This is an optimization exercise on Yosys and OpenROAD, whose aim is small area, a short achievable clock period and few clock cycles, not a production implementation. The RTL was checked by simulation tests, not by an equivalence proof against the original design. Power is estimated from default activity; no workload was simulated.

// div
module div (
    input wire clk,
    input wire rst_n,
    input wire [32-1:0] dividend_i,
    input wire [32-1:0] divisor_i,
    input wire                       start_i,
    input wire                       ctrl_ready_i,
    input wire [                3:0] op_i,
    output wire [32-1:0] result_o,
    output reg                        busy_o,
    output reg                        valid_o
);
    localparam [1:0] S_IDLE = 2'd0, S_PREP = 2'd1, S_ITER = 2'd2, S_FIN = 2'd3;
    reg  [1:0] state;
    reg [31:0] r;       
    reg [31:0] x;       
    reg [31:0] q;       
    reg  [4:0] cnt;
    reg  [4:0] pa, pb;  
    reg        sa, sb;  
    reg        is_rem;   
    reg        cin;      
    function automatic [4:0] msb32(input [31:0] v);
        reg [7:0] nz;
        reg [1:0] p [0:7];
        reg [2:0] g;
        integer i;
        begin
            for (i = 0; i < 8; i = i + 1) begin
                nz[i]   = |v[4*i+:4];
                p[i][1] = v[4*i+3] | v[4*i+2];
                p[i][0] = v[4*i+3] | (~v[4*i+2] & v[4*i+1]);
            end
            g[2] = |nz[7:4];
            g[1] = g[2] ? (nz[7] | nz[6]) : (nz[3] | nz[2]);
            g[0] = g[2] ? (nz[7] | (~nz[6] & nz[5])) : (nz[3] | (~nz[2] & nz[1]));
            msb32 = {g, p[g]};
        end
    endfunction
    wire        sgn_i = op_i[0] | op_i[2];
    wire        sa_i  = sgn_i & dividend_i[31];
    wire        sb_i  = sgn_i & divisor_i[31];
    wire [31:0] a_m   = dividend_i ^ {32{sa_i}};    
    wire [31:0] b_m   = divisor_i ^ {32{sb_i}};     
    wire [32:0] sum;
    wire        cout = sum[32];
    add32 u_add (.a(r), .b(x), .ci(cin), .s(sum));
    wire        prep = (state == S_PREP);
    wire [31:0] inc_in = prep ? r : (is_rem ? (r ^ {32{sa}}) : ~q);
  ...
Size in the first run: roughly 2000 cells after synthesis, ~110 I/O pins.
Settings: LEC_CHECK=0, ABC_AREA=1, CAP_MARGIN=20, CORE_MARGIN=2, CORE_UTILIZATION=50, CTS_BUF_LIST=sky130_fd_sc_hd__clkbuf_8, PLACE_DENSITY=0.65, SETUP_SLACK_MARGIN=4.8, SLEW_MARGIN=20; clock period 8.0 ns.
standard.sh (not shown) runs the stock make flow with config.mk's settings and CLKGATE_MAP_FILE= SYNTH_SCRIPT=/design/flow/synth_recipe.tcl, a recipe that flattens the netlist after the stock synthesis.
==> flow/flow/run.sh <==
#!/bin/bash
# The standard layout (the standard.sh, standard synthesis included),
# with the port buffers that ORFS inserts before global placement made
# from sky130_fd_sc_hd__buf_1 instead of the library's pick.
set -euo pipefail
export BUFFER_PORTS_ARGS="-buffer_cell sky130_fd_sc_hd__buf_1"
bash standard.sh > standard.log 2>&1
The starting point finished with timing, DRC and antenna clean.
Testbench counts at the start, summed over its fixed seeds: cycles 63,187.
Next try:
--- a/flow/config.mk
+++ b/flow/config.mk
@@ -13,3 +13,3 @@
 export PLACE_DENSITY = 0.65
-export SETUP_SLACK_MARGIN = 4.8
+export SETUP_SLACK_MARGIN = 4.75
 export SLEW_MARGIN = 20
=>
- The new run passed the timing, design-rule and antenna checks
- final cell count goes down by 0.45%
- clock skew goes up by 0.0057 ns
- die area does not change
- hold slack improved by 0.010 ns
- sequential cell count is unchanged
- final area goes down by 1.5%
- via count stays flat
Next try:
--- a/flow/config.mk
+++ b/flow/config.mk
@@ -10,5 +10,5 @@
 export CORE_MARGIN = 2
-export CORE_UTILIZATION = 50
+export CORE_UTILIZATION = 45
 export CTS_BUF_LIST = sky130_fd_sc_hd__clkbuf_8
-export PLACE_DENSITY = 0.65
+export PLACE_DENSITY = 0.55
 export SETUP_SLACK_MARGIN = 4.75
Result: The changed run went through all stages and came out clean. Sequential power is about the same. Setup slack gets worse by 0.011 ns. Maximum frequency fell by 0.33%. Non-clock buffer count shrinks by 5. Total power climbs by 0.33%. Synthesized area is unchanged. Wire length goes up by 6.7%. Utilization shrinks by 5.6 points. Hold slack barely changes. Clock skew stays flat.
Next try:
--- a/flow/config.mk
+++ b/flow/config.mk
@@ -10,6 +10,6 @@
 export CORE_MARGIN = 2
-export CORE_UTILIZATION = 45
+export CORE_UTILIZATION = 50
 export CTS_BUF_LIST = sky130_fd_sc_hd__clkbuf_8
-export PLACE_DENSITY = 0.55
-export SETUP_SLACK_MARGIN = 4.75
+export PLACE_DENSITY = 0.65
+export SETUP_SLACK_MARGIN = 4.85
 export SLEW_MARGIN = 20
Via count is higher by 2.6%. Clock power is lower by 7.7%. Wire length is lower by 3.2%.
Next try:
--- a/flow/config.mk
+++ b/flow/config.mk
@@ -12,4 +12,4 @@
 export CTS_BUF_LIST = sky130_fd_sc_hd__clkbuf_8
-export PLACE_DENSITY = 0.65
-export SETUP_SLACK_MARGIN = 4.85
+export PLACE_DENSITY = 0.55
+export SETUP_SLACK_MARGIN = 4.65
 export SLEW_MARGIN = 20
What happened: The changed run passed the timing, design-rule and antenna checks. Worst setup slack gets worse by 0.14 ns. Routed wire length is lower slightly. Final area is lower by a few percent. Core utilization falls by 3.0 points.
Next try:
--- a/flow/config.mk
+++ b/flow/config.mk
@@ -12,4 +12,5 @@
 export CTS_BUF_LIST = sky130_fd_sc_hd__clkbuf_8
+export GPL_ROUTABILITY_DRIVEN = 0
 export PLACE_DENSITY = 0.55
-export SETUP_SLACK_MARGIN = 4.65
+export SETUP_SLACK_MARGIN = 4.75
 export SLEW_MARGIN = 20
Die area is unchanged. Final cell count rises by 0.66%. Total power rises by 2.0%. Non-clock buffer count rises by 14.

port drivers added, routing unchanged:
How much do the figures lean on ideal ports? The routed layouts below were timed once more, with nothing changed but the port constraints.
Step 1: set_driving_cell puts a clkbuf_16 on clk and a buf_2 on each other input, an assumption about the parent block.
Step 2 moves the port delays by t, midway between the first and last clock arrival at a register: inputs arrive t later, outputs are due t later. That takes back most of the time a late clock gives input paths.
a / b / c = ideal ports / drivers / drivers and shift; a / b = the first two.
run | t, ns | setup WS [ns] | worst setup path at the end
the first run | 0.502 | 4.897 / 4.897 / 4.453 | input to register
the second run | 0.506 | 4.838 / 4.851 / 4.360 | input to register
the third run | 0.510 | 4.827 / 4.827 / 4.422 | input to register
the fourth run | 0.518 | 4.854 / 4.854 / 4.410 | input to register
the fifth run | 0.514 | 4.711 / 4.711 / 4.296 | input to register
the sixth run | 0.502 | 4.805 / 4.805 / 4.437 | input to register
After both steps setup and hold are still met in every run listed. For the second run, which loses most, drivers alone change the setup slack by +0.013 ns; drivers and shift together by -0.478 ns.
